Source: an optimization exercise on an open RTL-to-GDS flow (aim: small area). Production flows keep margins and buffers that such runs may drop.
In this exercise RTL edits were held to simulation tests only and were not proved equivalent to the original.
Power is estimated from default activity; no workload was simulated.

`flow/run.sh`:
```
#!/bin/bash
# synth_recipe.tcl (not shown) runs the flow's synth.tcl, then flattens the netlist and writes it again
# the make line also repeats each setting of config.mk as NAME=value (left out here)
make -C /OpenROAD-flow-scripts/flow DESIGN_CONFIG=/design/flow/config.mk WORK_HOME=/design/flow/orfs CLKGATE_MAP_FILE= SYNTH_SCRIPT=/design/flow/synth_recipe.tcl finish
```
`flow/config.mk`:
```
export PLATFORM = sky130hd
export DESIGN_NAME = selen_l1_cache
export DESIGN_NICKNAME = selen_l1_cache
export VERILOG_FILES = /design/flow/design.v
export SDC_FILE = /design/flow/constraint.sdc
export NUM_CORES = 8
export LEC_CHECK = 0
export CAP_MARGIN = 20
export CORE_MARGIN = 2
export CORE_UTILIZATION = 25
export PLACE_DENSITY = 0.45
export SLEW_MARGIN = 20
```
`flow/constraint.sdc`:
```
create_clock -name core_clock -period 12.0 [get_ports {clk}]
set_input_delay 2.4000 -clock core_clock [delete_from_list [all_inputs] [get_ports {clk}]]
set_output_delay 2.4000 -clock core_clock [all_outputs]
set_load 0.01 [all_outputs]
```
`flow/design.v`:
```
module sync_fifo
#(
  parameter DWIDTH = 8,
  parameter AWIDTH = 8
)
(
  input                        clk,
  input                        rst,
  input                        fifo_we,
  input                        fifo_re,
  input         [DWIDTH -1 :0] fifo_wd,
  output reg    [DWIDTH -1 :0] fifo_rd,
  output wire                  fifo_full,
  output wire                  fifo_empty
);
  wire [AWIDTH-1:0] fifo_wa, fifo_ra;
  reg [DWIDTH-1:0] fifo_array [0:(1<<AWIDTH)-1];
  reg [AWIDTH:0] fifo_wptr, fifo_rptr;
  wire                            fifo_full_w;
  wire                            fifo_empty_w;
  assign fifo_full = fifo_full_w;
  assign fifo_empty = fifo_empty_w;
  always @(posedge clk, posedge rst)
    if(rst) fifo_wptr <= {AWIDTH+1{1'b0}};
    else if (fifo_we & !fifo_full_w) fifo_wptr <= fifo_wptr + {{AWIDTH{1'b0}},1'b1};
  always @(posedge clk, posedge rst)
    if(rst) fifo_rptr <= {AWIDTH+1{1'b0}};
    else if (fifo_re & !fifo_empty_w) fifo_rptr <= fifo_rptr + {{AWIDTH{1'b0}},1'b1};
  assign fifo_wa = fifo_wptr[AWIDTH-1:0];
  assign fifo_ra = fifo_re? (fifo_rptr[AWIDTH-1:0] + {{AWIDTH-1{1'b0}},1'b1}) : fifo_rptr[AWIDTH-1:0];
  always @(posedge clk)
    if(fifo_we & !fifo_full_w) fifo_array[fifo_wa] <= fifo_wd;
  always @(posedge clk, posedge rst)
    if(rst) fifo_rd <= {DWIDTH{1'b0}};
    else if (fifo_we & (fifo_wa == fifo_ra) & !fifo_full_w) fifo_rd <= fifo_wd;
    else fifo_rd <= fifo_array[fifo_ra];
  assign fifo_full_w = (fifo_wptr[AWIDTH]^fifo_rptr[AWIDTH]) & (fifo_wptr[AWIDTH-1:0] == fifo_rptr[AWIDTH-1:0]);
  assign fifo_empty_w = (fifo_wptr[AWIDTH:0] == fifo_rptr[AWIDTH:0]);
endmodule
module sram_sp
#(
	parameter WIDTH = 32,
	parameter DEPTH = 10234
)
(
	input 											clka,
	input 											ena,
	input 											wea,
	input  [$clog2(DEPTH)-1:0] 	addra,
	input  [WIDTH-1:0] 					dina,
	output [WIDTH-1:0]          douta
);
	reg [WIDTH-1:0] ram [0:DEPTH-1];
	reg [$clog2(DEPTH)-1:0] addr_r;
	always @(posedge clka) begin
		if(ena) begin
			if(wea) ram[addra] <= dina;
			addr_r <= addra;
		end
	end
	assign douta = ram[addr_r];
endmodule
module sram_sp_be
#(
	parameter WIDTH = 32,
	parameter DEPTH = 10234
)
(
	input 											clka,
	input 											ena,
	input  [WIDTH/8-1:0]				wea,
	input  [$clog2(DEPTH)-1:0] 	addra,
	input  [WIDTH-1:0] 					dina,
	output [WIDTH-1:0]          douta
);
	reg [WIDTH-1:0] ram [0:DEPTH-1];
	reg [$clog2(DEPTH)-1:0] addr_r;
	wire [WIDTH-1:0] mask_data;
	genvar i;
	generate
		for(i = 0; i < WIDTH/8; i = i + 1) begin
			assign mask_data[i*8+:8] = (wea[i]) ? dina[i*8+:8] : ram[addra][i*8+:8];
		end
	endgenerate
	always @(posedge clka) begin
		if(ena) begin
			ram[addra] <= mask_data;
			addr_r <= addra;
		end
	end
	assign douta = ram[addr_r];
endmodule
module sram_dp
#(
	parameter WIDTH = 32,
	parameter DEPTH = 10234
)
(
	input 											clka,
	input 											ena,
	input 											wea,
	input  [$clog2(DEPTH)-1:0] 	addra,
	input  [WIDTH-1:0] 					dina,
	output [WIDTH-1:0]          douta,
	input 											clkb,
	input 											enb,
	input 											web,
	input  [$clog2(DEPTH)-1:0] 	addrb,
	input  [WIDTH-1:0] 					dinb,
	output [WIDTH-1:0]          doutb
);
	reg [WIDTH-1:0] ram [0:DEPTH-1];
	reg [$clog2(DEPTH)-1:0] addra_r;
	reg [$clog2(DEPTH)-1:0] addrb_r;
	always @(posedge clka) begin
		if(ena) begin
			if(wea) ram[addra] <= dina;
			else addra_r <= addra;
		end
	end
	assign douta = ram[addra_r];
	always @(posedge clkb) begin
		if(enb) begin
			if(web) ram[addrb] <= dinb;
			else addrb_r <= addrb;
		end
	end
	assign doutb = ram[addrb_r];
endmodule
module l1_lrum
(
	input 												clk,
	input 												rst_n,
	input 												req,
  input 	[1-1:0] idx,
  output                        ready,
  input   [4-1:0]     ld_val_vect,
  input   [4-1:0]     tag_cmp_vect,
	output 												hit,
  output                        evict_val,
	output 	[4-1:0] 	  way_vect
);
  localparam IDLE   = 1'b0;
  localparam READY  = 1'b1;
  reg                        rst_state_r;
  reg [1-1:0]  rst_addr_r;
  wire                       wen;
  wire [1-1:0] waddr;
  wire [4-1:0]     wdata;
  reg                        req_r;
  reg  [1-1:0] idx_r;
  reg                        bypass_r;
  reg  [4-1:0]     lru_used_bypass_r;
  wire [4-1:0]     lru_used_sram;
  wire [4-1:0]     lru_used;
  wire [4-1:0]     lru_used_inv;
  wire [4-1:0]     lru_used_upd;
 	wire [4-1:0] 		 lru_used_next;
	wire [4-1:0] 		 hit_vect;
	wire [4-1:0] 		 lru_ev_aloc_way_vect;
	wire 											 lru_is_evict;
  function [0:4-1] ms1_vec;
    input [0:4-1] vec;  
    integer i,j;
    reg     res0;
    for (i=0; i<4; i=i+1)
      if (i<(4-1)) begin
        res0=1'b0;
        for (j=i+1; j<4; j=j+1) res0=res0|vec[j];
        ms1_vec[i]=vec[i]& ~res0;
      end
      else
        ms1_vec[i]=vec[i];
  endfunction
  always @(posedge clk or negedge rst_n) begin
    if(~rst_n) begin
      rst_state_r <= IDLE;
    end else begin
      if(rst_state_r == IDLE) begin
        if(rst_addr_r == {1{1'b1}}) rst_state_r <= READY;
      end
    end
  end
  always @(posedge clk or negedge rst_n) begin
    if(~rst_n) begin
      rst_addr_r <= 0;
    end else begin
      if(rst_state_r == IDLE)
        rst_addr_r <= rst_addr_r + 1;
    end
  end
  assign ready  = ~(rst_state_r == IDLE);
  assign wen    = (rst_state_r == IDLE) ? 1'b1 : req_r;
  assign waddr  = (rst_state_r == IDLE) ? rst_addr_r : idx_r;
  assign wdata = (rst_state_r == IDLE) ? {4{1'b0}} : lru_used_next;
  always @(posedge clk, negedge rst_n)
    if(~rst_n) req_r <= 0;
    else req_r       <= req;
  always @(posedge clk) idx_r <= idx;
  always @(posedge clk,negedge rst_n)
    if(~rst_n)   bypass_r <= 0;
    else if(req) bypass_r <= (idx == idx_r);
  always @(posedge clk,negedge rst_n)
    if(~rst_n)     lru_used_bypass_r <= 0;
    else if(req_r) lru_used_bypass_r <= lru_used_next;
  assign lru_used = (bypass_r) ? lru_used_bypass_r : lru_used_sram;
	assign hit_vect = ld_val_vect & tag_cmp_vect;
  assign hit = |hit_vect & req_r;
  assign way_vect = (hit) ? hit_vect : lru_ev_aloc_way_vect;
  assign lru_is_evict  = &ld_val_vect;
  assign evict_val = ~hit & lru_is_evict;
  assign lru_used_inv = ~lru_used;
  assign lru_ev_aloc_way_vect = (lru_used == 0) ? (4'b1) : ms1_vec(lru_used_inv);
  assign lru_used_upd  = lru_used | way_vect;
  assign lru_used_next = (&lru_used_upd) ? way_vect : lru_used_upd;
  sram_dp
  #(
    .WIDTH (4),
    .DEPTH ((1 << 1))
  )
  mem
  (
    .clka   (clk),
    .ena    (wen),
    .wea    (1'b1),
    .addra  (waddr),
    .dina   (wdata),
    .douta  (),
    .clkb   (clk),
    .enb    (req),
    .web    (1'b0),
    .addrb  (idx),
    .dinb   (),
    .doutb  (lru_used_sram)
  );
endmodule
module l1_ld_mem
#(
	parameter WIDTH = 32,
	parameter DEPTH = 1024
)
(
	input 											CLK,
	input 											RST_N,
	input                       EN,
	input 	[$clog2(DEPTH)-1:0] ADDR,
	input                       WE,
	input 	[WIDTH-1:0] 				WDATA,
	output 	[WIDTH-1:0] 				RDATA,
	output                      ready
);
	localparam IDLE 	= 1'b0;
	localparam READY 	= 1'b1;
	reg 										rst_state_r;
	reg [$clog2(DEPTH)-1:0] rst_addr_r;
	wire 										 en;
	wire [$clog2(DEPTH)-1:0] addr;
	wire                     we;
	wire [WIDTH-1:0] 				 wdata;
	always @(posedge CLK or negedge RST_N) begin
		if(~RST_N) begin
			rst_state_r <= IDLE;
		end else begin
			if(rst_state_r == IDLE) begin
				if(rst_addr_r == {1{1'b1}}) rst_state_r <= READY;
			end
		end
	end
	always @(posedge CLK or negedge RST_N) begin
		if(~RST_N) begin
			rst_addr_r <= 0;
		end else begin
			if(rst_state_r == IDLE)
				rst_addr_r <= rst_addr_r + 1;
		end
	end
	assign ready = ~(rst_state_r == IDLE);
	assign en    = (rst_state_r == IDLE) ? 1'b1 : EN;
	assign we    = (rst_state_r == IDLE) ? 1'b1 : WE;
	assign addr  = (rst_state_r == IDLE) ? rst_addr_r : ADDR;
	assign wdata = (rst_state_r == IDLE) ? {WIDTH{1'b0}} : WDATA;
	sram_sp
	#(
		.WIDTH  (WIDTH),
		.DEPTH 	(DEPTH)
	)
	mem
	(
		.clka 	(CLK),
		.ena 		(en),
		.wea 		(we),
		.addra 	(addr),
		.dina 	(wdata),
		.douta 	(RDATA)
	);
endmodule
module l1_ld_dp_mem
#(
	parameter WIDTH = 32,
	parameter DEPTH = 1024
)
(
	input 											CLK,
	input 											RST_N,
	input                       REN,
	input 	[$clog2(DEPTH)-1:0] RADDR,
	output 	[WIDTH-1:0] 				RDATA,
	input                       WEN,
	input 	[$clog2(DEPTH)-1:0] WADDR,
	input 	[WIDTH-1:0] 				WDATA,
	output                      ready
);
	localparam IDLE 	= 1'b0;
	localparam READY 	= 1'b1;
	reg 										rst_state_r;
	reg [$clog2(DEPTH)-1:0] rst_addr_r;
	wire                     wen;
	wire [$clog2(DEPTH)-1:0] waddr;
	wire [WIDTH-1:0] 				 wdata;
	always @(posedge CLK or negedge RST_N) begin
		if(~RST_N) begin
			rst_state_r <= IDLE;
		end else begin
			if(rst_state_r == IDLE) begin
				if(rst_addr_r == {1{1'b1}}) rst_state_r <= READY;
			end
		end
	end
	always @(posedge CLK or negedge RST_N) begin
		if(~RST_N) begin
			rst_addr_r <= 0;
		end else begin
			if(rst_state_r == IDLE)
				rst_addr_r <= rst_addr_r + 1;
		end
	end
	assign ready = ~(rst_state_r == IDLE);
	assign wen   = (rst_state_r == IDLE) ? 1'b1 : WEN;
	assign waddr = (rst_state_r == IDLE) ? rst_addr_r : WADDR;
	assign wdata = (rst_state_r == IDLE) ? {WIDTH{1'b0}} : WDATA;
  sram_dp
  #(
    .WIDTH (WIDTH),
    .DEPTH (DEPTH)
  )
  mem
  (
		.clka 	(CLK),
		.ena 		(wen),
		.wea 		(1'b1),
		.addra 	(waddr),
		.dina 	(wdata),
		.douta 	(),
		.clkb 	(CLK),
		.enb 		(REN),
		.web 		(1'b0),
		.addrb 	(RADDR),
		.dinb 	(),
		.doutb 	(RDATA)
  );
endmodule
module l1_dm_mem
#(
	parameter WIDTH = 32,
	parameter DEPTH = 1024
)
(
	input 											CLK,
	input                       EN,
	input 	[$clog2(DEPTH)-1:0] ADDR,
	input                       WE,
	input   [WIDTH/8-1:0]       WBE,
	input 	[WIDTH-1:0] 				WDATA,
	output 	[WIDTH-1:0] 				RDATA
);
	wire [WIDTH/8-1:0] we;
	assign we = WBE & {WIDTH/8{WE}};
	sram_sp_be
	#(
		.WIDTH  (WIDTH),
		.DEPTH 	(DEPTH)
	)
	mem
	(
		.clka 	(CLK),
		.ena 		(EN),
		.wea 		(we),
		.addra 	(ADDR),
		.dina 	(WDATA),
		.douta 	(RDATA)
	);
endmodule
module l1_mau
(
	input	 												l1i_req_val,
	input  [32-1:0]	l1i_req_addr,
	output 												l1i_req_ack,
	output [256-1:0] 		l1i_ack_data,
	input	 												l1d_req_val,
	input                         l1d_req_nc,
	input                       	l1d_req_we,
	input  [32-1:0]	l1d_req_addr,
	input  [32-1:0] l1d_req_wdata,
	input  [(32 / 8)-1:0]   l1d_req_be,
	output 												l1d_req_ack,
	output [256-1:0] 		l1d_ack_data,
	output                        l1d_ack_nc,
	output                        l1d_ack_we,
	input 											 	wb_clk_i,
	input 											 	wb_rst_i,
	input  [32-1:0] wb_dat_i,
	output [32-1:0] wb_dat_o,
	input 											 	wb_ack_i,
	output [32-1:0] wb_adr_o,
	output                       	wb_cyc_o,
	input                        	wb_stall_i,
	input                        	wb_err_i, 	 
	output                      	wb_lock_o, 	 
	input                        	wb_rty_i, 	 
	output [(32 / 8)-1:0]   wb_sel_o,
	output                       	wb_stb_o,
	output                       	wb_tga_o, 	 
	output                       	wb_tgc_o, 	 
	output                       	wb_we_o
);
	localparam REQ_HDR_BUF_WIDTH = (1 + 1 + 32 + (32 / 8));
	localparam TR_IDLE 		= 1'b0;
	localparam TR_REQ 		= 1'b1;
	localparam TR_CNT_MAX = 256/32;
	parameter  ACK_BUF_WIDTH = $clog2(TR_CNT_MAX) + 1 + 1 + 1;
	localparam ACK_I  = 1'b0;
	localparam ACK_D  = 1'b1;
	localparam ACK_IDLE 	= 1'b0;
	localparam ACK_REC 		= 1'b1;
	wire 													req_wr;
	wire 													req_nc;
	wire [32-1:0] 	req_addr;
	wire [(32 / 8)-1:0]   	req_be;
	wire [32-1:0] 	req_wdata;
	wire [REQ_HDR_BUF_WIDTH-1:0]  req_hdr_data;
	wire                          req_hdr_val;
	wire                          req_hdr_finished;
	wire                          req_dat_val;
	wire                          req_dat_finished;
	wire                          req_ack;
	wire [REQ_HDR_BUF_WIDTH-1:0]  tr_hdr_data;
	wire 													tr_wr;
	wire 													tr_nc;
	wire [32-1:0] 	tr_addr;
	wire [(32 / 8)-1:0]   	tr_be;
	wire [32-1:0] 	tr_wdata;
	wire                        	req_hdr_buf_full;
	wire                        	req_hdr_buf_empty;
	wire                        	req_dat_buf_full;
	wire                        	req_dat_buf_empty;
	wire 													req_d_val;
	wire 													req_i_val;
	reg                           d_req_rd_accepted_r;
	reg                           i_req_rd_accepted_r;
	wire 													w_ack_type;
	wire 													w_ack_wr;
	wire                          w_ack_nc;
	wire [$clog2(TR_CNT_MAX)-1:0] w_ack_cnt;
	wire [ACK_BUF_WIDTH-1:0] 			w_ack_data;
	wire 													ack_type;
	wire 													ack_wr;
	wire                          ack_nc;
	wire [$clog2(TR_CNT_MAX)-1:0] ack_cnt;
	wire [ACK_BUF_WIDTH-1:0] 			ack_data;
	reg 													ack_type_r;
	reg 													ack_wr_r;
	reg                          	ack_nc_r;
	wire                          w_ack;
	wire                          r_ack;
	wire                          ack_buf_full;
	wire                          ack_buf_empty;
	reg [0:0]											tr_state_r;
	reg [0:0]											tr_state_next;
	reg [32-1:0] 		tr_addr_r;
	reg [32-1:0] 		tr_addr_next;
	reg [$clog2(TR_CNT_MAX)-1:0] 	tr_cnt_r;
	reg [$clog2(TR_CNT_MAX)-1:0]  tr_cnt_next;
	reg 													ack_state_r;
	reg 													ack_state_next;
	reg  [256-1:0] 			ack_data_r;
	reg  [$clog2(TR_CNT_MAX)-1:0] ack_cnt_r;
	reg  [$clog2(TR_CNT_MAX)-1:0] ack_cnt_next;
	assign req_d_val = l1d_req_val & ~req_hdr_buf_full & (~req_dat_buf_full | ~l1d_req_we) &
										~d_req_rd_accepted_r & ~ack_buf_full;
	assign req_i_val = l1i_req_val & ~req_hdr_buf_full & (~l1d_req_val | d_req_rd_accepted_r) &
	                   ~i_req_rd_accepted_r & ~ack_buf_full;
	always @(posedge wb_clk_i or posedge wb_rst_i) begin
		if(wb_rst_i) d_req_rd_accepted_r <= 1'b0;
		else begin
			if(d_req_rd_accepted_r) d_req_rd_accepted_r <= ~(req_ack & ~ack_wr_r & (ack_type_r == ACK_D));
			else d_req_rd_accepted_r <= req_d_val & ~l1d_req_we;
		end
	end
	always @(posedge wb_clk_i or posedge wb_rst_i) begin
		if(wb_rst_i) i_req_rd_accepted_r <= 1'b0;
		else begin
			if(i_req_rd_accepted_r) i_req_rd_accepted_r <= ~(req_ack & (ack_type_r == ACK_I));
			else i_req_rd_accepted_r <= req_i_val;
		end
	end
	assign req_hdr_val  = req_d_val | req_i_val;
	assign req_hdr_data = {req_wr, req_nc, req_be, req_addr};
	assign {tr_wr, tr_nc, tr_be, tr_addr} = tr_hdr_data;
	sync_fifo
	#(
		.DWIDTH (REQ_HDR_BUF_WIDTH),
		.AWIDTH (2)
	)
	req_hdr_buf
	(
  	.clk 				(wb_clk_i),
  	.rst 				(wb_rst_i),
  	.fifo_re 		(req_hdr_finished),
  	.fifo_we 		(req_hdr_val),
  	.fifo_wd 		(req_hdr_data),
  	.fifo_empty (req_hdr_buf_empty),
  	.fifo_full 	(req_hdr_buf_full),
  	.fifo_rd 		(tr_hdr_data)
	);
	assign req_dat_val = req_d_val & req_wr;
	sync_fifo
	#(
		.DWIDTH (32),
		.AWIDTH (1)
	)
	req_data_buf
	(
  	.clk 				(wb_clk_i),
  	.rst 				(wb_rst_i),
  	.fifo_re 		(req_dat_finished),
  	.fifo_we 		(req_dat_val),
  	.fifo_wd 		(req_wdata),
  	.fifo_empty (req_dat_buf_empty),
  	.fifo_full 	(req_dat_buf_full),
  	.fifo_rd 		(tr_wdata)
	);
	assign req_wdata = l1d_req_wdata;
	assign req_wr    = req_d_val & l1d_req_we;
	assign req_be    = l1d_req_be;
	assign req_nc    = req_d_val & l1d_req_nc;
	assign req_addr  = (req_d_val) ? l1d_req_addr : l1i_req_addr;
	assign w_ack_data = {w_ack_type, w_ack_wr, w_ack_nc, w_ack_cnt};
	assign {ack_type, ack_wr, ack_nc, ack_cnt} = ack_data;
	assign w_ack 		  = req_d_val | req_i_val;
	assign w_ack_type = (req_d_val) ? ACK_D : ACK_I;
	assign w_ack_cnt  = (req_d_val & (req_nc | req_wr)) ? 0 : TR_CNT_MAX - 1;
	assign w_ack_wr   = req_d_val & req_wr;
	assign w_ack_nc   = req_d_val & req_nc;
	assign r_ack   = (ack_state_next == ACK_REC) & (ack_cnt_next == 1'b0);
	assign req_ack = (ack_state_r == ACK_REC) & (ack_cnt_r == 0);
	always @(posedge wb_clk_i) begin
		if(r_ack) begin
			ack_type_r <= ack_type;
			ack_nc_r   <= ack_nc;
			ack_wr_r   <= ack_wr;
		end
	end
	sync_fifo
	#(
		.DWIDTH (ACK_BUF_WIDTH),
		.AWIDTH (2)
	)
	ack_buff
	(
  	.clk 				(wb_clk_i),
  	.rst 				(wb_rst_i),
  	.fifo_re 		(r_ack),
  	.fifo_we 		(w_ack),
  	.fifo_wd 		(w_ack_data),
  	.fifo_empty	(ack_buf_empty),
  	.fifo_full 	(ack_buf_full),
  	.fifo_rd 		(ack_data)
	);
	assign req_hdr_finished = (tr_state_r == TR_REQ) & (tr_cnt_r == 0) & ~wb_stall_i;
	assign req_dat_finished = (tr_state_r == TR_REQ) & (tr_cnt_r == 0) & ~wb_stall_i & tr_wr;
	always @(posedge wb_clk_i or posedge wb_rst_i) begin
		if(wb_rst_i) begin
			tr_state_r <= TR_IDLE;
			tr_addr_r  <= 0;
			tr_cnt_r 	 <= 0;
		end
		else begin
			tr_state_r <= tr_state_next;
			tr_addr_r  <= tr_addr_next;
			tr_cnt_r   <= tr_cnt_next;
		end
	end
	always @* begin
		case(tr_state_r)
			TR_IDLE: begin
				if(~req_hdr_buf_empty) begin
					tr_state_next = TR_REQ;
					tr_addr_next = tr_addr;
					if(tr_nc | tr_wr) tr_cnt_next = 0;
					else tr_cnt_next = TR_CNT_MAX - 1;
				end
				else begin
					tr_state_next = TR_IDLE;
					tr_addr_next = tr_addr_r;
					tr_cnt_next  = tr_cnt_r;
				end
			end
			TR_REQ: begin
				if(wb_stall_i) begin
					tr_state_next = TR_REQ;
					tr_addr_next = tr_addr_r;
					tr_cnt_next  = tr_cnt_r;
				end
				else begin
					if(tr_cnt_r == 0) begin
						tr_state_next = TR_IDLE;
						tr_addr_next = tr_addr_r;
						tr_cnt_next  = tr_cnt_r;
					end
					else begin
						tr_state_next = TR_REQ;
						tr_addr_next = tr_addr_r + 32/8;
						tr_cnt_next  = tr_cnt_r - 1'b1;
					end
				end
			end
		endcase
	end
	always @(posedge wb_clk_i or posedge wb_rst_i) begin
		if(wb_rst_i) begin
			ack_state_r <= ACK_IDLE;
			ack_cnt_r <= 0;
		end
		else begin
			ack_state_r <= ack_state_next;
			ack_cnt_r <= ack_cnt_next;
		end
	end
	always @* begin
		case(ack_state_r)
			ACK_IDLE: begin
				if(wb_ack_i) begin
					ack_state_next = ACK_REC;
					ack_cnt_next = ack_cnt;
				end
				else begin
					ack_state_next = ACK_IDLE;
					ack_cnt_next = ack_cnt_r;
				end
			end
			ACK_REC: begin
				if(ack_cnt_r == 0) begin
					if(wb_ack_i) begin
						ack_state_next = ACK_REC;
						ack_cnt_next = ack_cnt;
					end
					else begin
						ack_state_next = ACK_IDLE;
						ack_cnt_next = ack_cnt_r;
					end
				end
				else begin
					ack_state_next = ACK_REC;
					if(wb_ack_i) ack_cnt_next = ack_cnt_r - 1;
					else ack_cnt_next = ack_cnt_r;
				end
			end
		endcase
	end
	always @(posedge wb_clk_i or posedge wb_rst_i) begin
		if(wb_rst_i) begin
			ack_data_r   <= 0;
		end
		else begin
			if(wb_ack_i) ack_data_r <= {wb_dat_i, ack_data_r[256-1:32]};
		end
	end
	assign wb_cyc_o = ~ack_buf_empty;
	assign wb_stb_o = (tr_state_r == TR_REQ);
	assign wb_adr_o = tr_addr_r;
	assign wb_we_o  = tr_wr;
	assign wb_sel_o = tr_be;
	assign wb_dat_o = tr_wdata;
	assign l1i_req_ack = req_ack & (ack_type_r == ACK_I);
	assign l1i_ack_data = ack_data_r;
	assign l1d_req_ack = (w_ack & w_ack_wr) | (req_ack & (ack_type_r == ACK_D) & ~ack_wr_r);
	assign l1d_ack_data = ack_data_r;
	assign l1d_ack_nc 	= (w_ack & w_ack_wr & w_ack_nc) | ack_nc_r;
	assign l1d_ack_we   = w_ack_wr;
endmodule
module l1d_top
(
	input 															clk,
	input 															rst_n,
	input 															core_req_val,
	input 		 [32-1:0] 	core_req_addr,
	input 		 [3-1:0]   	core_req_cop,
	input 		 [32-1:0] 	core_req_wdata,
	input 	 	 [3-1:0]  	core_req_size,
	output                        			core_req_ack,
	output reg [32-1:0] 	core_ack_data,
	output	 														mau_req_val,
	output                         			mau_req_nc,
	output                       				mau_req_we,
	output 	   [32-1:0]		mau_req_addr,
	output     [32-1:0] 	mau_req_wdata,
	output reg [(32 / 8)-1:0]     mau_req_be,
	input 															mau_req_ack,
	input                               mau_ack_nc,
	input                               mau_ack_we,
	input 		 [256-1:0] 			mau_ack_data
);
  function [$clog2(4)-1:0] one_hot_num;
    input [4-1:0] one_hot_vector;
    integer i,j;
    reg [4-1:0] tmp;
    for(i = 0; i < $clog2(4); i=i+1) begin
      for(j = 0; j < 4; j=j+1) begin
        tmp[j] = one_hot_vector[j] & j[i];
      end
      one_hot_num[i] = |tmp;
    end
  endfunction
  wire 														cache_ready;
	wire                          	s0_req_val;
	wire [26-1:0] 			s0_req_tag;
	wire [1-1:0] 			s0_req_idx;
	wire [5-1:0] 	s0_req_offset;
  reg  [256/8-1:0]      s0_req_be;
	wire 														s0_req_nc;
	wire 														s0_req_wr;
	wire 														s0_req_rd;
  reg  [32/8-1:0]   s0_word_be;
  reg 											 			del_buf_val_r;
  reg  [32-1:0] 		del_buf_addr_r;
  reg  [32-1:0] 		del_buf_data_r;
  reg                             del_buf_hit_r;
  reg  [256/8-1:0]      del_buf_be_r;
  reg  [4-1:0]          del_buf_way_vect_r;
	wire [26-1:0] 			del_buf_tag;
	wire [1-1:0] 			del_buf_idx;
	wire [5-1:0] 	del_buf_offset;
	wire                            del_buf_clean;
	reg                             del_buf_dm_wr_r;
  wire 														del_buf_need_dm_wr;
  wire                            del_buf_addr_hit;
  wire                            del_buf_be_hit;
  reg                             del_buf_addr_hit_r;
  reg                             del_buf_be_hit_r;
  reg  [32/8-1:0]   del_buf_word_be_r;
	wire [32-1:0] 	  del_buf_dm_combined_data;
	reg                           	s1_req_val_r;
  reg  [32-1:0]     s1_req_addr_r;
	wire [26-1:0] 			s1_req_tag_r;
	wire [1-1:0] 			s1_req_idx_r;
	wire [5-1:0] 	s1_req_offset_r;
	reg  [32-1:0] 		s1_req_wdata_r;
	reg  [3-1:0]  		s1_req_size_r;
	reg                             s1_req_we_r;
	reg                             s1_req_nc_r;
	wire  [5-1:0] 	s1_alligned_offset;
	wire                           	stall;
	wire [4-1:0] 					tag_cmp_vect;
	wire                            req_ack;
	wire                            req_we_ack;
	wire                            req_rd_ack;
	wire [256-1:0]        core_line_data;
	wire [32-1:0] 	  core_line_dm_word;
	reg 														mau_req_ack_r;
	reg  [256-1:0]        mau_ack_data_r;
	reg      												mau_ack_nc_r;
	wire [4-1:0]					ld_ready_vect;
	wire [4-1:0]          ld_ren_vect;
	wire [1-1:0]      ld_raddr;
	wire [1-1:0]      ld_waddr;
	wire [(26 + 1)-1:0] 		ld_rdata 		[0:4-1];
	wire [4-1:0] 					ld_rd_val_vect;
	wire [26-1:0] 			ld_rd_tag   [0:4-1];
	wire [4-1:0]          ld_wen_vect;
	wire [(26 + 1)-1:0] 		ld_wdata;
	wire  													ld_wr_val;
	wire [26-1:0] 			ld_wr_tag;
	wire                            lru_req;
	reg                             lru_req_r;
	wire                            lru_ready;
	wire [4-1:0] 					lru_way_vect;
	reg  [4-1:0] 					lru_way_vect_r;
	wire 														lru_hit;
	wire                            lru_evict_val;
	wire [$clog2(4)-1:0]  lru_way_pos;
	reg  [4-1:0]          dm_en_vect;
	reg  [4-1:0]          dm_we_vect;
	reg  [1-1:0]      dm_addr;
	wire [256-1:0]        dm_rdata [0:4-1];
	wire [256-1:0] 				dm_wdata;
	wire [256/8-1:0]      dm_wr_be;
	wire                            dm_blocked;
	assign cache_ready = &ld_ready_vect & lru_ready;
	assign s0_req_val = core_req_val & ~stall;
	assign s0_req_nc = (core_req_cop == 3'b010) | (core_req_cop == 3'b011);
	assign s0_req_wr = (core_req_cop == 3'b001);
	assign s0_req_rd = (core_req_cop == 3'b000);
	assign {s0_req_tag, s0_req_idx, s0_req_offset} = core_req_addr;
	always @* begin
		if     (core_req_size == 1) s0_req_be = 4'b0001 << s0_req_offset;
		else if(core_req_size == 2) s0_req_be = 4'b0011 << s0_req_offset;
		else                        s0_req_be = 4'b1111 << s0_req_offset;
	end
	always @* begin
		if     (core_req_size == 1) s0_word_be = 4'b0001 << core_req_addr[1:0];
		else if(core_req_size == 2) s0_word_be = 4'b0011 << core_req_addr[1:0];
		else                        s0_word_be = 4'b1111;
	end
  assign del_buf_need_dm_wr = s1_req_val_r & s1_req_we_r & lru_hit;
  assign dm_blocked = (s0_req_val & s0_req_rd) | (mau_req_ack & ~mau_ack_nc & ~mau_ack_we);
  assign del_buf_clean = (del_buf_dm_wr_r & ~dm_blocked) | (~del_buf_dm_wr_r & ~del_buf_need_dm_wr);
	assign {del_buf_tag, del_buf_idx, del_buf_offset} = del_buf_addr_r;
	assign del_buf_addr_hit = (del_buf_addr_r[31:2] == core_req_addr[31:2]);
	assign del_buf_be_hit = (s0_word_be == (del_buf_word_be_r & s0_word_be));
	always @(posedge clk or negedge rst_n) begin
		if(~rst_n) begin
			del_buf_val_r <= 1'b0;
			del_buf_hit_r <= 1'b0;
		end else begin
			del_buf_val_r      <= (s0_req_val & s0_req_wr) | (del_buf_val_r & ~del_buf_clean);
			del_buf_addr_hit_r <= del_buf_val_r & s0_req_val & s0_req_rd & del_buf_addr_hit;
			del_buf_be_hit_r   <= del_buf_val_r & s0_req_val & s0_req_rd & del_buf_be_hit;
			del_buf_hit_r      <= del_buf_val_r & s0_req_val & s0_req_rd & del_buf_addr_hit & del_buf_be_hit;
		end
	end
	always @(posedge clk) begin
		if(s0_req_val & s0_req_wr) begin
			del_buf_addr_r 		<= core_req_addr;
			del_buf_data_r 		<= core_req_wdata;
			del_buf_be_r     	<= s0_req_be;
			del_buf_word_be_r <= s0_word_be;
		end
	end
	always @(posedge clk or negedge rst_n) begin
		if(~rst_n) begin
			del_buf_way_vect_r <= 0;
		end else begin
			if(del_buf_need_dm_wr) del_buf_way_vect_r <= lru_way_vect;
		end
	end
	always @(posedge clk or negedge rst_n) begin
		if(~rst_n) begin
			del_buf_dm_wr_r <= 1'b0;
		end else begin
			del_buf_dm_wr_r <= (del_buf_need_dm_wr & dm_blocked) | (del_buf_dm_wr_r & ~del_buf_clean);
		end
	end
	assign ld_ren_vect = {4{(s0_req_val & ~s0_req_nc)}};
	assign ld_raddr    = s0_req_idx;
	assign ld_wen_vect = {4{mau_req_ack & ~mau_ack_nc & ~mau_ack_we}} & (lru_way_vect_r);
	assign ld_waddr    = s1_req_idx_r;
	assign ld_wdata    = {ld_wr_val, ld_wr_tag};
	assign ld_wr_val   = 1'b1;
	assign ld_wr_tag   = s1_req_tag_r;
	assign lru_req = s0_req_val & (~s0_req_nc);
	always @(posedge clk or negedge rst_n) begin
		if(~rst_n) begin
			lru_req_r <= 1'b0;
		end else begin
			lru_req_r <= lru_req;
		end
	end
	always @(posedge clk) if(lru_req_r) lru_way_vect_r <= lru_way_vect;
	assign lru_way_pos = one_hot_num(lru_way_vect);
	always @* begin
		if(s0_req_val & s0_req_rd) begin
			dm_en_vect = {4{1'b1}};
			dm_we_vect = {4{1'b0}};
			dm_addr    = s0_req_idx;
		end
		else begin
			if(mau_req_ack & ~mau_ack_nc & ~mau_ack_we) begin
				dm_en_vect = lru_way_vect_r;
				dm_we_vect = lru_way_vect_r;
				dm_addr    = s1_req_idx_r;
			end
			else begin
				if(del_buf_val_r & del_buf_need_dm_wr) begin
					dm_en_vect = lru_way_vect;
					dm_we_vect = lru_way_vect;
					dm_addr    = del_buf_idx;
				end
				else begin
					dm_en_vect = del_buf_way_vect_r & {4{del_buf_dm_wr_r}};
					dm_we_vect = del_buf_way_vect_r;
					dm_addr    = del_buf_idx;
				end
			end
		end
	end
	assign dm_wdata = (mau_req_ack & ~mau_ack_nc & ~mau_ack_we) ? mau_ack_data : {256/32{del_buf_data_r}};
	assign dm_wr_be = (mau_req_ack & ~mau_ack_nc & ~mau_ack_we) ? {256/8{1'b1}} : del_buf_be_r;
	always @(posedge clk, negedge rst_n) begin
		if(~rst_n) s1_req_val_r <= 1'b0;
		else if(~stall) s1_req_val_r <= s0_req_val;
		else s1_req_val_r <= ~mau_req_ack ;
	end
	always @(posedge clk) if(~stall) s1_req_we_r    <= (core_req_cop == 3'b011) | (core_req_cop == 3'b001);
	always @(posedge clk) if(~stall) s1_req_nc_r    <= s0_req_nc;
	always @(posedge clk) if(~stall) s1_req_addr_r  <= core_req_addr;
	always @(posedge clk) if(~stall) s1_req_wdata_r <= core_req_wdata;
	always @(posedge clk) if(~stall) s1_req_size_r  <= core_req_size;
	assign {s1_req_tag_r, s1_req_idx_r, s1_req_offset_r} = s1_req_addr_r;
	assign stall = (s1_req_we_r) ? (s1_req_val_r & ~mau_req_ack) :
																 (s1_req_val_r & ~(lru_hit | del_buf_hit_r));
	assign mau_req_val 	 = s1_req_val_r & (s1_req_nc_r | s1_req_we_r | ~(lru_hit | del_buf_hit_r));
	assign mau_req_nc    = s1_req_nc_r;
  assign mau_req_we    = s1_req_we_r;
	assign mau_req_addr  = (s1_req_we_r | s1_req_nc_r) ? s1_req_addr_r : {s1_req_tag_r, s1_req_idx_r, {5{1'b0}}};
	assign mau_req_wdata = s1_req_wdata_r;
	always @* begin
		if     (s1_req_size_r == 1) mau_req_be = 4'b0001;
		else if(s1_req_size_r == 2) mau_req_be = 4'b0011;
		else                     		mau_req_be = 4'b1111;
	end
	always @(posedge clk) mau_req_ack_r  <= mau_req_ack & ~mau_ack_we;
	always @(posedge clk) mau_ack_data_r <= mau_ack_data;
	always @(posedge clk) mau_ack_nc_r   <= mau_ack_nc;
	assign req_ack    = req_rd_ack  | req_we_ack | mau_req_ack_r;
	assign req_rd_ack = ~s1_req_we_r & (lru_hit | del_buf_hit_r);
	assign req_we_ack = s1_req_val_r & s1_req_we_r & ~stall;
	assign core_req_ack   = req_ack;
	assign core_line_data = (lru_hit) ? dm_rdata[lru_way_pos] : mau_ack_data_r;
	assign s1_alligned_offset = {s1_req_offset_r[5-1:2], 2'b00};
	assign core_line_dm_word = core_line_data[s1_alligned_offset*8+:32];
	genvar b;
	generate
		for(b = 0; b < 4; b = b + 1) begin
			assign del_buf_dm_combined_data[b*8+:8] =
			(del_buf_word_be_r[b]) ? del_buf_data_r[b*8+:8] : core_line_dm_word[b*8+:8];
		end
	endgenerate
	always @* begin
		if(del_buf_hit_r) core_ack_data = del_buf_data_r;
		else if(del_buf_addr_hit_r) core_ack_data = del_buf_dm_combined_data;
		else if(mau_req_ack_r & mau_ack_nc_r) core_ack_data = core_line_data[256-1:256-32];
		else core_ack_data = core_line_data[s1_alligned_offset*8+:32];
	end
	genvar way;
	generate
		for(way = 0; way < 4; way = way + 1) begin
			assign {ld_rd_val_vect[way], ld_rd_tag[way]} = ld_rdata[way];
			assign tag_cmp_vect[way] = (ld_rd_tag[way] == s1_req_tag_r);
			l1_ld_dp_mem
			#(
				.WIDTH ((26 + 1)),
				.DEPTH ((1 << 1))
			)
			ld_mem
			(
				.CLK 		(clk),
				.RST_N 	(rst_n),
				.REN    (ld_ren_vect[way]),
				.RADDR  (ld_raddr),
				.RDATA 	(ld_rdata[way]),
				.WEN    (ld_wen_vect[way]),
				.WADDR 	(ld_waddr),
				.WDATA 	(ld_wdata),
				.ready  (ld_ready_vect[way])
			);
			l1_dm_mem
			#(
				.WIDTH (256),
				.DEPTH ((1 << 1))
			)
			dm_mem
			(
				.CLK 		(clk),
				.EN 		(dm_en_vect[way]),
				.ADDR 	(dm_addr),
				.WE 		(dm_we_vect[way]),
				.WBE    (dm_wr_be),
				.WDATA 	(dm_wdata),
				.RDATA 	(dm_rdata[way])
			);
		end
	endgenerate
	l1_lrum lrum
	(
		.clk 					(clk),
		.rst_n 				(rst_n),
		.req 					(lru_req),
 		.idx 					(s0_req_idx),
 		.ready        (lru_ready),
  	.tag_cmp_vect (tag_cmp_vect),
  	.ld_val_vect  (ld_rd_val_vect),
		.hit 					(lru_hit),
		.evict_val   	(lru_evict_val),
		.way_vect 		(lru_way_vect)
	);
endmodule
module l1i_top
(
	input 															clk,
	input 															rst_n,
	input 															core_req_val,
	input 			[32-1:0] 	core_req_addr,
	output                        			core_req_ack,
	output			[32-1:0] 	core_ack_data,
	output	 														mau_req_val,
	output 		 	[32-1:0]	mau_req_addr,
	input 															mau_req_ack,
	input 			[256-1:0] 		mau_ack_data
);
	reg  [32-1:0]   	core_req_addr_r;
	reg                           	core_req_val_r;
	wire                            cache_ready;
	reg                             cache_ready_r;
	wire [32-1:0]   	req_addr;
	wire [26-1:0] 			req_tag;
	wire [1-1:0] 			req_idx;
	wire [5-1:0] 	req_offset;
	wire                          	req_val;
	reg  [26-1:0] 			req_tag_r;
	reg  [1-1:0] 			req_idx_r;
	reg  [5-1:0] 	req_offset_r;
	reg                           	req_val_r;
	wire [4-1:0] 					tag_cmp_vect;
	wire                            req_ack;
	wire [256-1:0]        core_line_data;
	reg 														mau_req_was_send_r;
	reg 														mau_req_ack_r;
	reg  [256-1:0]        mau_ack_data_r;
	wire [4-1:0]					ld_ready_vect;
	wire [4-1:0]          ld_en_vect;
	wire [1-1:0]      ld_addr;
	wire [(26 + 1)-1:0] 		ld_rdata 		[0:4];
	wire [4-1:0] 					ld_rd_val_vect;
	wire [26-1:0] 			ld_rd_tag   [0:4];
	wire [4-1:0]          ld_we_vect;
	wire [(26 + 1)-1:0] 		ld_wdata;
	wire  													ld_wr_val;
	wire [26-1:0] 			ld_wr_tag;
	wire                            lru_ready;
	wire [4-1:0] 					lru_way_vect;
	reg  [4-1:0] 					lru_way_vect_r;
	wire 														lru_hit;
	wire                            lru_evict_val;
	wire [$clog2(4)-1:0]  lru_way_pos;
	wire [4-1:0]          dm_en_vect;
	wire [4-1:0]          dm_we_vect;
	wire [1-1:0]      dm_addr;
	wire [256-1:0]        dm_rdata [0:4];
	wire [256-1:0] 				dm_wdata;
  function [$clog2(4)-1:0] one_hot_num;
    input [4-1:0] one_hot_vector;
    integer i,j;
    reg [4-1:0] tmp;
    for(i = 0; i < $clog2(4); i=i+1) begin
      for(j = 0; j < 4; j=j+1) begin
        tmp[j] = one_hot_vector[j] & j[i];
      end
      one_hot_num[i] = |tmp;
    end
  endfunction
	always @(posedge clk) cache_ready_r <= cache_ready;
	assign req_val = cache_ready & core_req_val & (req_ack | ~cache_ready_r);
	assign req_addr = (cache_ready & ~cache_ready_r) ? core_req_addr_r : core_req_addr;
	assign {req_tag, req_idx, req_offset} = req_addr;
	always @(posedge clk) if(req_val) req_tag_r    <= req_tag;
	always @(posedge clk) if(req_val) req_idx_r    <= req_idx;
	always @(posedge clk) if(req_val) req_offset_r <= req_offset;
	always @(posedge clk, negedge rst_n) begin
		if(~rst_n) core_req_val_r <= 1'b0;
		else core_req_val_r <= core_req_val;
	end
	always @(posedge clk)
		if(~core_req_val_r) core_req_addr_r <= core_req_addr;
	always @(posedge clk, negedge rst_n)
		if(~rst_n) req_val_r <= 1'b0;
		else req_val_r <= req_val;
	assign req_ack = mau_req_ack_r | lru_hit;
	assign cache_ready = &ld_ready_vect & lru_ready;
	always @(posedge clk) if(req_val_r) lru_way_vect_r <= lru_way_vect;
	assign lru_way_pos = one_hot_num(lru_way_vect);
	assign ld_en_vect = {4{(req_val)}} | (lru_way_vect_r & ({4{(mau_req_ack)}}));
	assign ld_we_vect = lru_way_vect_r & ({4{(mau_req_ack)}});
	assign ld_addr   = (req_val) ? req_idx : req_idx_r;
	assign ld_wdata  = {ld_wr_val, ld_wr_tag};
	assign ld_wr_val = 1'b1;
	assign ld_wr_tag = req_tag_r;
	always @(posedge clk, negedge rst_n) begin
		if(~rst_n) mau_req_was_send_r <= 1'b0;
		else if(mau_req_was_send_r) mau_req_was_send_r <= ~mau_req_ack;
	 	else mau_req_was_send_r <= mau_req_val;
	end
	assign mau_req_val = (req_val_r & ~lru_hit) | mau_req_was_send_r;
	assign mau_req_addr = {req_tag_r, req_idx_r, {5{1'b0}}};
	always @(posedge clk) mau_req_ack_r  <= mau_req_ack;
	always @(posedge clk) mau_ack_data_r <= mau_ack_data;
	assign core_req_ack = req_ack;
	assign core_line_data = (lru_hit) ? dm_rdata[lru_way_pos] : mau_ack_data_r;
	assign core_ack_data = core_line_data[req_offset_r*8+:32];
	assign dm_en_vect = {4{(req_val)}} | (lru_way_vect_r & ({4{(mau_req_ack)}}));
	assign dm_we_vect = lru_way_vect_r & ({4{(mau_req_ack)}});
	assign dm_addr  = (req_val) ? req_idx : req_idx_r;
	assign dm_wdata = mau_ack_data;
	genvar way;
	generate
		for(way = 0; way < 4; way = way + 1) begin
			assign {ld_rd_val_vect[way], ld_rd_tag[way]} = ld_rdata[way];
			assign tag_cmp_vect[way] = (ld_rd_tag[way] == req_tag_r);
			l1_ld_mem
			#(
				.WIDTH ((26 + 1)),
				.DEPTH ((1 << 1))
			)
			ld_mem
			(
				.CLK 		(clk),
				.RST_N 	(rst_n),
				.EN     (ld_en_vect[way]),
				.WE     (ld_we_vect[way]),
				.ADDR 	(ld_addr),
				.RDATA 	(ld_rdata[way]),
				.WDATA 	(ld_wdata),
				.ready  (ld_ready_vect[way])
			);
			l1_dm_mem
			#(
				.WIDTH (256),
				.DEPTH ((1 << 1))
			)
			dm_mem
			(
				.CLK 		(clk),
				.EN 		(dm_en_vect[way]),
				.ADDR 	(dm_addr),
				.WE 		(dm_we_vect[way]),
				.WBE    ({256/8{1'b1}}),
				.WDATA 	(dm_wdata),
				.RDATA  (dm_rdata[way])
			);
		end
	endgenerate
	l1_lrum lrum
	(
		.clk 					(clk),
		.rst_n 				(rst_n),
		.req 					(req_val),
 		.idx 					(req_idx),
 		.ready        (lru_ready),
  	.tag_cmp_vect (tag_cmp_vect),
  	.ld_val_vect  (ld_rd_val_vect),
		.hit 					(lru_hit),
		.evict_val   	(lru_evict_val),
		.way_vect 		(lru_way_vect)
	);
endmodule
module l1_top
(
	input 													clk,
	input 													rst_n,
	input 													l1i_req_val,
	input 	[32-1:0] 	l1i_req_addr,
	output                        	l1i_req_ack,
	output	[32-1:0] 	l1i_ack_data,
	input 													l1d_req_val,
	input 	[32-1:0] 	l1d_req_addr,
	input 	[3-1:0]   l1d_req_cop,
	input 	[32-1:0] 	l1d_req_wdata,
	input 	[3-1:0]  l1d_req_size,
	output                        	l1d_req_ack,
	output	[32-1:0] 	l1d_ack_data,
	input 											 		wb_clk_i,
	input 											 		wb_rst_i,
	input  [32-1:0] 	wb_dat_i,
	output [32-1:0] 	wb_dat_o,
	input 											 		wb_ack_i,
	output [32-1:0] 	wb_adr_o,
	output                       		wb_cyc_o,
	input                        		wb_stall_i,
	input                        		wb_err_i, 	 
	output                      		wb_lock_o, 	 
	input                        		wb_rty_i, 	 
	output [(32 / 8)-1:0]   	wb_sel_o,
	output                       		wb_stb_o,
	output                       		wb_tga_o, 	 
	output                       		wb_tgc_o, 	 
	output                       		wb_we_o
);
	wire	 												l1i_mau_req_val;
	wire 	[32-1:0]	l1i_mau_req_addr;
	wire 													l1i_mau_req_ack;
	wire 	[256-1:0] 		l1i_mau_ack_data;
	wire	 												l1d_mau_req_val;
	wire                         	l1d_mau_req_nc;
	wire                       		l1d_mau_req_we;
	wire 	[32-1:0]	l1d_mau_req_addr;
	wire  [32-1:0] 	l1d_mau_req_wdata;
	wire  [(32 / 8)-1:0]    l1d_mau_req_be;
	wire 													l1d_mau_req_ack;
	wire 	[256-1:0] 		l1d_mau_ack_data;
	wire                          l1d_mau_ack_nc;
	wire                          l1d_mau_ack_we;
	l1i_top l1i
	(
		.clk 						 (clk),
		.rst_n 					 (rst_n),
		.core_req_val 	 (l1i_req_val),
		.core_req_addr 	 (l1i_req_addr),
		.core_req_ack 	 (l1i_req_ack),
		.core_ack_data 	 (l1i_ack_data),
		.mau_req_val 		 (l1i_mau_req_val),
		.mau_req_addr 	 (l1i_mau_req_addr),
		.mau_req_ack 		 (l1i_mau_req_ack),
		.mau_ack_data 	 (l1i_mau_ack_data)
	);
	l1d_top l1d
	(
		.clk 						(clk),
		.rst_n 					(rst_n),
		.core_req_val 	(l1d_req_val),
		.core_req_addr 	(l1d_req_addr),
		.core_req_cop 	(l1d_req_cop),
		.core_req_wdata (l1d_req_wdata),
		.core_req_size 	(l1d_req_size),
		.core_req_ack 	(l1d_req_ack),
		.core_ack_data 	(l1d_ack_data),
		.mau_req_val 		(l1d_mau_req_val),
		.mau_req_nc 		(l1d_mau_req_nc),
		.mau_req_we 		(l1d_mau_req_we),
		.mau_req_addr 	(l1d_mau_req_addr),
		.mau_req_wdata 	(l1d_mau_req_wdata),
		.mau_req_be 		(l1d_mau_req_be),
		.mau_req_ack 		(l1d_mau_req_ack),
		.mau_ack_data 	(l1d_mau_ack_data),
		.mau_ack_nc    	(l1d_mau_ack_nc),
		.mau_ack_we     (l1d_mau_ack_we)
	);
	l1_mau mau
	(
		.l1i_req_val 		 (l1i_mau_req_val),
		.l1i_req_addr 	 (l1i_mau_req_addr),
		.l1i_req_ack 		 (l1i_mau_req_ack),
		.l1i_ack_data 	 (l1i_mau_ack_data),
		.l1d_req_val 		 (l1d_mau_req_val),
		.l1d_req_we 		 (l1d_mau_req_we),
		.l1d_req_nc   	 (l1d_mau_req_nc),
		.l1d_req_addr 	 (l1d_mau_req_addr),
		.l1d_req_wdata 	 (l1d_mau_req_wdata),
		.l1d_req_be 		 (l1d_mau_req_be),
		.l1d_req_ack 	 	 (l1d_mau_req_ack),
		.l1d_ack_data 	 (l1d_mau_ack_data),
		.l1d_ack_nc      (l1d_mau_ack_nc),
		.l1d_ack_we   	 (l1d_mau_ack_we),
		.wb_clk_i 			 (wb_clk_i),
		.wb_rst_i 			 (wb_rst_i),
		.wb_dat_i 			 (wb_dat_i),
		.wb_dat_o 			 (wb_dat_o),
		.wb_ack_i 			 (wb_ack_i),
		.wb_adr_o 			 (wb_adr_o),
		.wb_cyc_o 			 (wb_cyc_o),
		.wb_stall_i 		 (wb_stall_i),
		.wb_err_i 			 (wb_err_i), 	 
		.wb_lock_o 			 (wb_lock_o), 	 
		.wb_rty_i 			 (wb_rty_i), 	 
		.wb_sel_o 			 (wb_sel_o),
		.wb_stb_o 			 (wb_stb_o),
		.wb_tga_o 			 (wb_tga_o), 	 
		.wb_tgc_o 			 (wb_tgc_o), 	 
		.wb_we_o 				 (wb_we_o)
	);
endmodule
module selen_l1_cache
(
	input                           clk,
	input                           rst_n,
	input                           l1i_req_val,
	input   [32-1:0]  l1i_req_addr,
	output                          l1i_req_ack,
	output  [32-1:0]  l1i_ack_data,
	input                           l1d_req_val,
	input   [32-1:0]  l1d_req_addr,
	input   [3-1:0]   l1d_req_cop,
	input   [32-1:0]  l1d_req_wdata,
	input   [3-1:0]  l1d_req_size,
	output                          l1d_req_ack,
	output  [32-1:0]  l1d_ack_data,
	input   [32-1:0]  wb_dat_i,
	output  [32-1:0]  wb_dat_o,
	input                           wb_ack_i,
	output  [32-1:0]  wb_adr_o,
	output                          wb_cyc_o,
	input                           wb_stall_i,
	output  [(32 / 8)-1:0]    wb_sel_o,
	output                          wb_stb_o,
	output                          wb_we_o
);
	l1_top l1
	(
		.clk           (clk),
		.rst_n         (rst_n),
		.l1i_req_val   (l1i_req_val),
		.l1i_req_addr  (l1i_req_addr),
		.l1i_req_ack   (l1i_req_ack),
		.l1i_ack_data  (l1i_ack_data),
		.l1d_req_val   (l1d_req_val),
		.l1d_req_addr  (l1d_req_addr),
		.l1d_req_cop   (l1d_req_cop),
		.l1d_req_wdata (l1d_req_wdata),
		.l1d_req_size  (l1d_req_size),
		.l1d_req_ack   (l1d_req_ack),
		.l1d_ack_data  (l1d_ack_data),
		.wb_clk_i      (clk),
		.wb_rst_i      (~rst_n),
		.wb_dat_i      (wb_dat_i),
		.wb_dat_o      (wb_dat_o),
		.wb_ack_i      (wb_ack_i),
		.wb_adr_o      (wb_adr_o),
		.wb_cyc_o      (wb_cyc_o),
		.wb_stall_i    (wb_stall_i),
		.wb_err_i      (1'b0),
		.wb_lock_o     (),
		.wb_rty_i      (1'b0),
		.wb_sel_o      (wb_sel_o),
		.wb_stb_o      (wb_stb_o),
		.wb_tga_o      (),
		.wb_tgc_o      (),
		.wb_we_o       (wb_we_o)
	);
endmodule
```
==> summary.txt <==
- Sorting the synthesized cells by area gives the leading types as sky130_fd_sc_hd__edfxtp_1, sky130_fd_sc_hd__mux2i_1, sky130_fd_sc_hd__dfrtp_1.
- The final count of hold timing violations came to 0.
- The final estimated routing congestion in global placement is 0.984.
- The die outline area is 0.956 mm².
- The total power consumption of the routed design is between 60 and 70 mW.
- In this run the core area contains 357 standard-cell rows.
- The run finished with no timing, DRC or antenna violations.
- In the layout the commonest cells are sky130_fd_sc_hd__edfxtp_1, sky130_fd_sc_hd__mux2i_1, sky130_fd_sc_hd__nand2_1, sky130_fd_sc_hd__a21oi_1, sky130_fd_sc_hd__nor2_1.
- In this run the number of H-tree levels came out at 6.
- The signal on the critical path passes through buf_4 > mux2i_1 > xor2_1 > nand4_1 > or4_1 > nor3_2 > or4_1 > nor2b_1 > nand2_4 > buf_12 > a21oi_1 > o22ai_1 > o21ai_0 > o21ai_0 > o21ai_0 > a21o_1 > clkdlybuf4s50_1.
- STA classifies the critical path startpoint as a flop.
- The slowest stage of the critical path is the sky130_fd_sc_hd__dfxtp_4 cell.
- Counting flops and latches in the post-synthesis netlist gives around 5700.
- Based on the critical path, the design can be clocked at up to around 84 MHz.
- CTS placed an instance of sky130_fd_sc_hd__clkbuf_16 at the clock tree root.
- The Yosys step of the flow raised 269 warnings.
- The count of flip-flops with a built-in enable after synthesis is 5024.
- The cell count after synthesis came out at 16100.
- The maximum number of pins on one net before global-route repair is 146.
- For the worst-skew pair, the clock arrives at the later sink with an insertion delay of 1.18 ns.
- The floorplan step defined a core boundary enclosing 0.945 mm².
- The count of TritonRoute iterations in the first routing pass is 8.
- The power density over cell area is 243 mW/mm².
- In this design, the critical path's most frequently occurring cell is sky130_fd_sc_hd__o21ai_0.
- The synthesis-to-layout area growth is 17.9%.
- Buffers placed on the I/O ports in this run total about 280.
- The area share of the largest cell type after synthesis is around 64%.
- The delay of the slowest cell on the worst path is 0.91 ns.
- The share of the yosys chip area belonging to registers is 70.5%.
- The HPWL after detailed placement is 746000 µm.
- The total global routing track utilization is between 20% and 30%.
- The kind of end point of the critical path is an output port.
- The max-slew violation count was 0.
- The headroom to the max-slew limit is about 5.5%.
- The highest ir drop seen on vdd is 251 µV.
- The setup path with the least slack is of type reg -> out.
- In the final routed layout, each cell accounts on average for about 36 µm.
- The most frequently used flop master after synthesis is sky130_fd_sc_hd__edfxtp_1.
- The final setup slack of the worst path is 0.146 ns.
- The library cell used most frequently in the layout, excluding fill and tap cells, is sky130_fd_sc_hd__edfxtp_1.
- The data required time at the worst endpoint is roughly 9.6 ns.
- The mean post-synth cell area is 14.8 µm².
- The post-route fraction of the period consumed by the critical path is 98.8%.
- In this run the worst hold path is classified as reg -> reg.
- The number of CTS-inserted buffers is 650.
- Clock-pin slew was measured on the worst setup and hold paths at 0.06 ns.
- The number of unique standard cell types used by synthesis is 110.
- The TritonCTS clock tree is yes.
- The worst path arrival time is around 9.5 ns.
- After synthesis the cells add up to ~0.24 mm².
- The leakage component of the power is 95.5 nW.
- The worst path in the final design needs a cycle of about 12 ns, including I/O delays and setup.
- The family with the most delay on the worst path is simple AND/OR/NAND/NOR gates.
- The vias per cell is between 5 and 6.
- OpenSTA, run right after detailed placement, puts the worst setup slack at 1.21 ns.
- The total congestion overflow after global routing is 0.
- The final standard cell utilization of the core is 29.6%.
- Setup violations remaining at the end of the flow were counted as 0.
- The final-stage net count is 16700.
- The detailed-route wire length is 1070000 µm.
- The number of clock sinks is 5730.
- The detailed router placed 153000 vias in this run.
- The hold buffer count at cts is 0.
- The net count after synthesis is 16200.
- The largest buffer count on any clock path is 4.
- From bottom edge to top edge, the die measures 978 µm.
- For this configuration, the core starts out at a cell density of 25.1%.
- The worst-case clock skew is 0.0838 ns.
- The count of nets left with antenna violations once routing finished came out at 0.
- In this run the count of I/O pins placed on the die edge is around 280.
- The number of antenna violations at the first check in global routing is 127.
- Of the cells placed in the final design, the portion with a size suffix greater than 1 is 14.8%.
- The DRC violations left is 0.
- The first global-routing pass estimated 1400000 µm of wire.
- The biggest fanout along the worst timing path is 49.
- The horizontal extent of the die is 978 µm.
- The number of cells upsized or downsized after cts is 0.
- After the first detailed-routing iteration, the DRC count stood at 19800.
- The layout filler cell count is about 95000.
- The share of flip-flops with an asynchronous set or reset after synthesis is 7.49%.
- For the pin with the worst max-slew slack, the measured transition is 1.42 ns.
- Setup repair after global routing left no endpoint under its margin.
- The critical path buffer and inverter count is 3.
- The number of global-route vias before repair was 146000.
- The tool flagged a number of max-cap violations equal to 0.
- The synthesized design spends more area on one cell type than any other, namely sky130_fd_sc_hd__edfxtp_1.
- Hold is met by 0.422 ns.
==> sequential cells by signal, summed over array words and instances, names as in the netlist, 37 cells and up, named ones only <==
name / flops
l1.l1d.genblk2.dm_mem.mem.ram: 2048
l1.mau.req_hdr_buf.fifo_array: 144
l1.l1i.genblk1.dm_mem.mem.ram: 2048
l1.l1d.genblk2.ld_mem.mem.ram: 216
l1.l1i.mau_ack_data_r: 256
l1.mau.req_hdr_buf.fifo_rd: 37
l1.mau.ack_data_r: 256
l1.mau.req_data_buf.fifo_array: 64
l1.l1i.genblk1.ld_mem.mem.ram: 216
==> power by group <==
| group | internal (mW) | switching [mW] | total (mW) |
|---|---|---|---|
| registers | 24.2 | 3.22 | 27.5 |
| clock network | 11.4 | 8.56 | 20.0 |
| logic | 5.79 | 14.7 | 20.4 |
==> cell families (layout without fill, tap and decap cells) <==
group / count (synthesis) / after routing / share of synthesized area [%]
buffers and inverters: 1146 / 2187 / 1.95
xor gates and xnor gates: 271 / 271 / 1.00
muxes: 2740 / 2740 / 12.2
DFF: 5730 / 5730 / 70.5
adders and majority gates: 19 / 19 / 0.100
other: 1 / 68 / 0.00158
and+or+nand+nor: 3108 / 3109 / 5.86
AOI/OAI and AO/OA: 3050 / 3050 / 8.38
==> worst reg2reg max path: stages (launching register included) <==
cell and delay [ns]:
sky130_fd_sc_hd__dfxtp_4 0.91, sky130_fd_sc_hd__buf_4 0.65, sky130_fd_sc_hd__mux2i_1 0.27, sky130_fd_sc_hd__xor2_1 0.17
sky130_fd_sc_hd__nand4_1 0.13, sky130_fd_sc_hd__or4_1 0.54, sky130_fd_sc_hd__nor3_2 0.76, sky130_fd_sc_hd__o41ai_4 0.28
sky130_fd_sc_hd__buf_12 0.31, sky130_fd_sc_hd__a211oi_4 0.43, sky130_fd_sc_hd__nor2_4 0.07, sky130_fd_sc_hd__nand2_4 0.15
sky130_fd_sc_hd__inv_4 0.11, sky130_fd_sc_hd__nor3_2 0.25, sky130_fd_sc_hd__buf_12 0.33, sky130_fd_sc_hd__nand2_1 0.46
sky130_fd_sc_hd__nand2_2 0.39, sky130_fd_sc_hd__mux2i_1 0.33, sky130_fd_sc_hd__inv_1 0.38, sky130_fd_sc_hd__nand2_1 0.77
sky130_fd_sc_hd__nor2_1 1.15
==> routing by layer <==
layer	wire length [µm]	vias to the layer above	track usage, %
met1	424000	80800	27.4
met2	476000	7707	33.4
met3	89600	1763	4.75
met5	145	-	0
met4	83500	24	13.7
li1	-	63100	-
==> worst paths after layout <==
path	start	endpoint	slack [ns]	cells past startpoint
max	flop	l1d_ack_data[2]	0.15	17
min	l1.mau.ack_buff.fifo_rd[5]	l1.mau.ack_type_r	0.42	0
max reg2reg	flop	l1.l1d.genblk2[3].dm_mem.mem.ram[1][253]	2.78	20
min reg2reg	l1.mau.ack_buff.fifo_rd[5]	l1.mau.ack_type_r	0.42	0
max in group asynchronous	rst_n	l1.mau.ack_data_r[137]	8.44	3
min in group asynchronous	rst_n	l1.l1i.lrum.req_r	1.34	1
==> layout make-up <==
cell class                      instances  area [µm²]  share of cell area [%]
Multi-Input combinational cell       9190       66200                    23.7
Antenna cell                           67         168                  0.0600
Tap cell                            12600       15700                    5.62
Clock inverter                        299        3140                    1.12
Clock buffer                          909       18100                    6.47
Timing Repair Buffer                  913        8800                    3.15
Inverter                               66         277                  0.0989
Sequential cell                      5730      167000                    59.8
==> Yosys cell counts, types with 37 or more instances <==
| cell | n |
|---|---|
| sky130_fd_sc_hd__a2111oi_0 | 68 |
| sky130_fd_sc_hd__o221ai_1 | 209 |
| sky130_fd_sc_hd__buf_2 | 108 |
| sky130_fd_sc_hd__mux2_2 | 677 |
| sky130_fd_sc_hd__xor2_1 | 68 |
| sky130_fd_sc_hd__a22oi_1 | 130 |
| sky130_fd_sc_hd__inv_1 | 58 |
| sky130_fd_sc_hd__o31ai_1 | 41 |
| sky130_fd_sc_hd__edfxtp_1 | 5024 |
| sky130_fd_sc_hd__buf_1 | 206 |
| sky130_fd_sc_hd__a21oi_1 | 893 |
| sky130_fd_sc_hd__mux4_2 | 53 |
| sky130_fd_sc_hd__a31oi_1 | 79 |
| sky130_fd_sc_hd__dfxtp_1 | 277 |
| sky130_fd_sc_hd__o22ai_1 | 302 |
| sky130_fd_sc_hd__clkbuf_1 | 737 |
| sky130_fd_sc_hd__a211oi_1 | 181 |
| sky130_fd_sc_hd__o2111ai_1 | 44 |
| sky130_fd_sc_hd__nand3_1 | 149 |
| sky130_fd_sc_hd__nand2_1 | 1362 |
| sky130_fd_sc_hd__a221o_1 | 49 |
| sky130_fd_sc_hd__nor2_1 | 825 |
| sky130_fd_sc_hd__and2_1 | 248 |
| sky130_fd_sc_hd__nand4_1 | 71 |
| sky130_fd_sc_hd__mux2i_1 | 1982 |
| sky130_fd_sc_hd__nor4_1 | 70 |
| sky130_fd_sc_hd__a221oi_1 | 78 |
| sky130_fd_sc_hd__o21ai_0 | 542 |
| sky130_fd_sc_hd__xnor2_1 | 203 |
| sky130_fd_sc_hd__nor2b_1 | 167 |
| sky130_fd_sc_hd__o211ai_1 | 78 |
| sky130_fd_sc_hd__nor3_1 | 53 |
| sky130_fd_sc_hd__dfrtp_1 | 429 |
| sky130_fd_sc_hd__a2bb2oi_1 | 37 |
==> through the flow <==
stage | area, µm² | std cells | TNS, ns
final | 280000 | 29700 | 0
after global routing | 279000 | 29700 | 0
after CTS | 279000 | 29700 | 0
after detailed placement | 258000 | 28500 | 0
after global placement | 258000 | 28400 | 0
after floorplan | 237000 | 16100 | -6745.87
==> what timing repair did <==
action                                  CTS  global route
endpoints found under the hold margin     0             0
setup buffers                             0             0
endpoints found under the setup margin    2             0

what the ideal ports hide:
How much do the figures lean on ideal ports? The routed layout below was timed once more, with nothing changed but the port constraints.
Step 1 sets driving cells, clkbuf_16 on the clock port and buf_2 on the other inputs (assumed; they add their load-dependent delay and slew).
Step 2 moves the port delays by t, midway between the first and last clock arrival at a register: inputs arrive t later, outputs are due t later. That takes back most of the time a late clock gives input paths.
a / b / c = ideal / step 1 / step 2; a / b = the first two.
shift t [ns]: 1.268
setup slack, ns: 0.146 / 0.011 / 1.278
hold WS [ns]: 0.422 / 0.422 / 0.422
pins driven straight from the clock port: 1
After both steps this run still meets setup and hold. The setup slack of this run moves by -0.135 ns with the drivers and by +1.132 ns with both steps.
